Source: an optimization exercise on an open RTL-to-GDS flow (aim: small area). Production flows keep margins and buffers that such runs may drop.
Function was checked by simulation only, so behaviour that the tests miss may differ from the original.
The flow treats the clock pin as an ideal source, which a real chip does not have.
No activity file was given, so power comes from the tool's default toggle rates.

== job 1961 ==
## mode_watch_top_long_key_nedge
module mode_watch_top_long_key_nedge(
    input clk, reset_p,
    input [3:0] btn,
    output [15:0] led,
    output [3:0] com,
    output [7:0] seg_7 );
export LEC_CHECK = 0
export CAP_MARGIN = 0
export CORE_MARGIN = 2
export CORE_UTILIZATION = 40
export SLEW_MARGIN = 0
create_clock -name core_clock -period 10.0 [get_ports {clk}]
standard.sh (not shown) runs the stock make flow with config.mk's settings and CLKGATE_MAP_FILE= SYNTH_SCRIPT=/design/flow/synth_recipe.tcl, a recipe that flattens the netlist after the stock synthesis.
==> flow/flow/run.sh <==
#!/bin/bash
# Own flow: the standard layout, with these changes:
#  - logic is mapped with area-oriented abc scripts (flow/synth.tcl, flow/abc*.script; the
#    smallest of their netlists is kept), and adders are left to abc instead of half/full
#    adder cells. The standard synthesis runs first; its register names are then given to
#    the registers of the kept netlist (flow/rename_regs.py, matched by the net each
#    register drives), so the registers pair with the standard synthesis's by name and
#    cell type.
#  - clock tree synthesis uses clkbuf_8 buffers and inserts no dummy loads; afterwards
#    clock buffers whose registers keep a clock slew under 118 ps become clkbuf_4
#    (flow/post_cts.tcl, flow/downsize_clk.tcl)
#  - ports are buffered with buf_1 cells
#  - constant outputs share the synthesis's tie cells (no per-pin tie cells)
set -euo pipefail
W=$(pwd)
R="$W/orfs/results/$FLOW_PLATFORM/mode_watch_top_long_key_nedge/base"
export CTS_ARGS="-sink_clustering_enable -repair_clock_nets -dont_use_dummy_load -buf_list sky130_fd_sc_hd__clkbuf_8"
export BUFFER_PORTS_ARGS="-buffer_cell sky130_fd_sc_hd__buf_1"
export SKIP_REPAIR_TIE_FANOUT=1
export POST_CTS_TCL="$W/flow/post_cts.tcl"

# standard synthesis: the reference for the register names
bash "$W/standard.sh" synth > "$W/std_synth.log" 2>&1
cp "$R/1_2_yosys.v" "$W/std_1_2_yosys.v"

# own syntheses, each in a work home of its own; keep the smallest
best=""; best_area=""
for s in "$W"/flow/abc*.script; do
  n=$(basename "$s" .script)
  ABC_SCRIPT_FILE="$s" make -C "$FLOW_HOME" DESIGN_CONFIG="$W/config.mk" WORK_HOME="$W/own_$n" \
    CLKGATE_MAP_FILE= SYNTH_SCRIPT="$W/flow/synth.tcl" ADDER_MAP_FILE= synth > "$W/own_synth_$n.log" 2>&1 || continue
  a=$(awk '/Chip area/ {print $NF}' "$W/own_$n/reports/$FLOW_PLATFORM/mode_watch_top_long_key_nedge/base/synth_stat.txt")
  echo "$n: $a" >> "$W/own_synth_areas.log"
  if [[ -z "$best" ]] || awk -v a="$a" -v b="$best_area" 'BEGIN {exit !(a < b)}'; then
    best=$n; best_area=$a
  fi
done
echo "kept $best ($best_area)" >> "$W/own_synth_areas.log"

python3 "$W/flow/rename_regs.py" "$W/std_1_2_yosys.v" \
  "$W/own_$best/results/$FLOW_PLATFORM/mode_watch_top_long_key_nedge/base/1_2_yosys.v" "$W/own_1_2_yosys.v" > "$W/rename_regs.log" 2>&1
cp "$W/own_1_2_yosys.v" "$R/1_2_yosys.v"

# the rest of the standard layout; make rebuilds 1_synth.odb from the new netlist
bash "$W/standard.sh" > "$W/layout.log" 2>&1
==> flow/flow/abc_g2.script <==
strash
ifraig
scorr
dc2
dretime
strash
&get -n
&dch -f
&nf -R 50 -E 1
&put
==> flow/flow/abc_g4.script <==
strash
ifraig
scorr
dc2
dretime
strash
dc2
strash
&get -n
&dch -f
&nf -R 50
&put
==> flow/flow/abc_g6.script <==
strash
ifraig
scorr
dc2
dretime
strash
&get -n
&dch -f
&nf -R 50 -C 32
&put
==> flow/flow/post_cts.tcl <==
# POST_CTS hook: smaller leaf clock buffers where the register clock slew allows
source [file join [file dirname [file normalize [info script]]] downsize_clk.tcl]
downsize_clock_buffers sky130_fd_sc_hd__clkbuf_4 0.118
Other scripts of this flow, unchanged in this note and not shown: flow/flow/abc1.script, flow/flow/abc2.script, flow/flow/abc3.script, flow/flow/downsize_clk.tcl, flow/flow/rename_regs.py, flow/flow/synth.tcl
Job 1961 closes out successfully: all stages finished, all timing, DRC and antenna checks passed.
#### Input delta (job 156 over job 1961)
-- flow/flow/run.sh --
<<< job 1961, line 10
#    clock buffers whose registers keep a clock slew under 118 ps become clkbuf_4
>>> job 156, line 10
#    clock buffers whose registers keep a clock slew under 110 ps become clkbuf_4
-- flow/flow/post_cts.tcl --
<<< job 1961, line 3
downsize_clock_buffers sky130_fd_sc_hd__clkbuf_4 0.118
>>> job 156, line 3
downsize_clock_buffers sky130_fd_sc_hd__clkbuf_4 0.110
removed: flow/flow/abc_g2.script
removed: flow/flow/abc_g4.script
removed: flow/flow/abc_g6.script
Of job 156 and job 1961, it is job 156 that has the higher synthesized cell count. Job 156: wire length of the first global-routing pass is about 3.3% higher than what job 1961 reported. Worst setup path category: in2reg -> job 156, reg2reg -> job 1961. Power share of the combinational group across job 156 and job 1961: no real change.
The following lists how job 2883 was set up differently from job 156:
==> flow/flow/abc_g2.script (new file) <==
strash
ifraig
scorr
dc2
dretime
strash
&get -n
&dch -f
&nf -R 50 -E 1
&put
==> flow/flow/abc_g4.script (new file) <==
strash
ifraig
scorr
dc2
dretime
strash
dc2
strash
&get -n
&dch -f
&nf -R 50
&put
==> flow/flow/abc_g6.script (new file) <==
strash
ifraig
scorr
dc2
dretime
strash
&get -n
&dch -f
&nf -R 50 -C 32
&put
[summary]
- Job 156 → job 2883: endpoint arrival time on the critical path lost 0.52 ns; effective utilization at floorplan neither gained nor lost much; filler-free cell count of the finished design lost 0.84%; minimum setup slack in the final design picked up an extra 0.53 ns.
- Job 2883 gives more worst hold slack than job 156 did.

== the previous run ==
mode_watch_top_long_key_nedge, a different RTL version from the one above (not shown whole).
Size: ~1300 cells after synthesis, about 34 I/O pins, roughly 0.010 mm^2 of cells after synthesis.
Settings: LEC_CHECK=0, ABC_AREA=1, CAP_MARGIN=20, CORE_MARGIN=2, CORE_UTILIZATION=40, SLEW_MARGIN=20; clock period 10.0 ns.
run.sh (not shown) runs the stock make flow with config.mk's settings and CLKGATE_MAP_FILE= SYNTH_SCRIPT=/design/flow/synth_recipe.tcl, a recipe that flattens the netlist after the stock synthesis.
Stock flow here: none of the scripts above is used.
## Diff of input files: the current run against the previous run
Settings: ABC_AREA removed (was 1).
Findings:
Going from the previous run to the current run, the utilization was found to have gone up by 0.81 points. STATUS final area: the current run wins against the previous run. Changes observed in the current run relative to the previous run: synthesized cell count went down, number of logic inverters in the finished layout went down.

## what the ideal ports hide
Ports are ideal in the flow. The routed layouts listed here were re-timed in OpenROAD. Step 1 (the two cells are an assumption about what drives the block):
set clk [get_ports {clk}]
set_driving_cell -lib_cell sky130_fd_sc_hd__clkbuf_16 $clk
set_driving_cell -lib_cell sky130_fd_sc_hd__buf_2 [delete_from_list [all_inputs] $clk]
Step 2 adds t to the input delays and takes it off the output delays; t is the mean of the earliest and latest rising clock arrival at the registers after step 1. Input paths then give back, and output paths get back, about the clock's delay inside the block. a / b / c = no drivers / after step 1 / after step 2; a / b = the first two.
run | t, ns | slack for setup (ns) | latest minus earliest clock arrival (ns)
job 1961 | 0.583 | 6.434 / 6.434 / 5.981 | 0.047 / 0.047
job 156 | 0.616 | 5.898 / 5.905 / 5.289 | 0.040 / 0.040
job 2883 | 0.595 | 6.432 / 6.422 / 6.032 | 0.033 / 0.033
the previous run | 0.471 | 6.228 / 6.183 / 6.171 | 0.011 / 0.012
the current run | 0.480 | 6.109 / 6.064 / 6.156 | 0.011 / 0.012
After both steps setup and hold are still met in every run listed. For job 156, which loses most, drivers alone change the setup slack by +0.007 ns; drivers and shift together by -0.609 ns. Setup slack includes reset recovery checks.
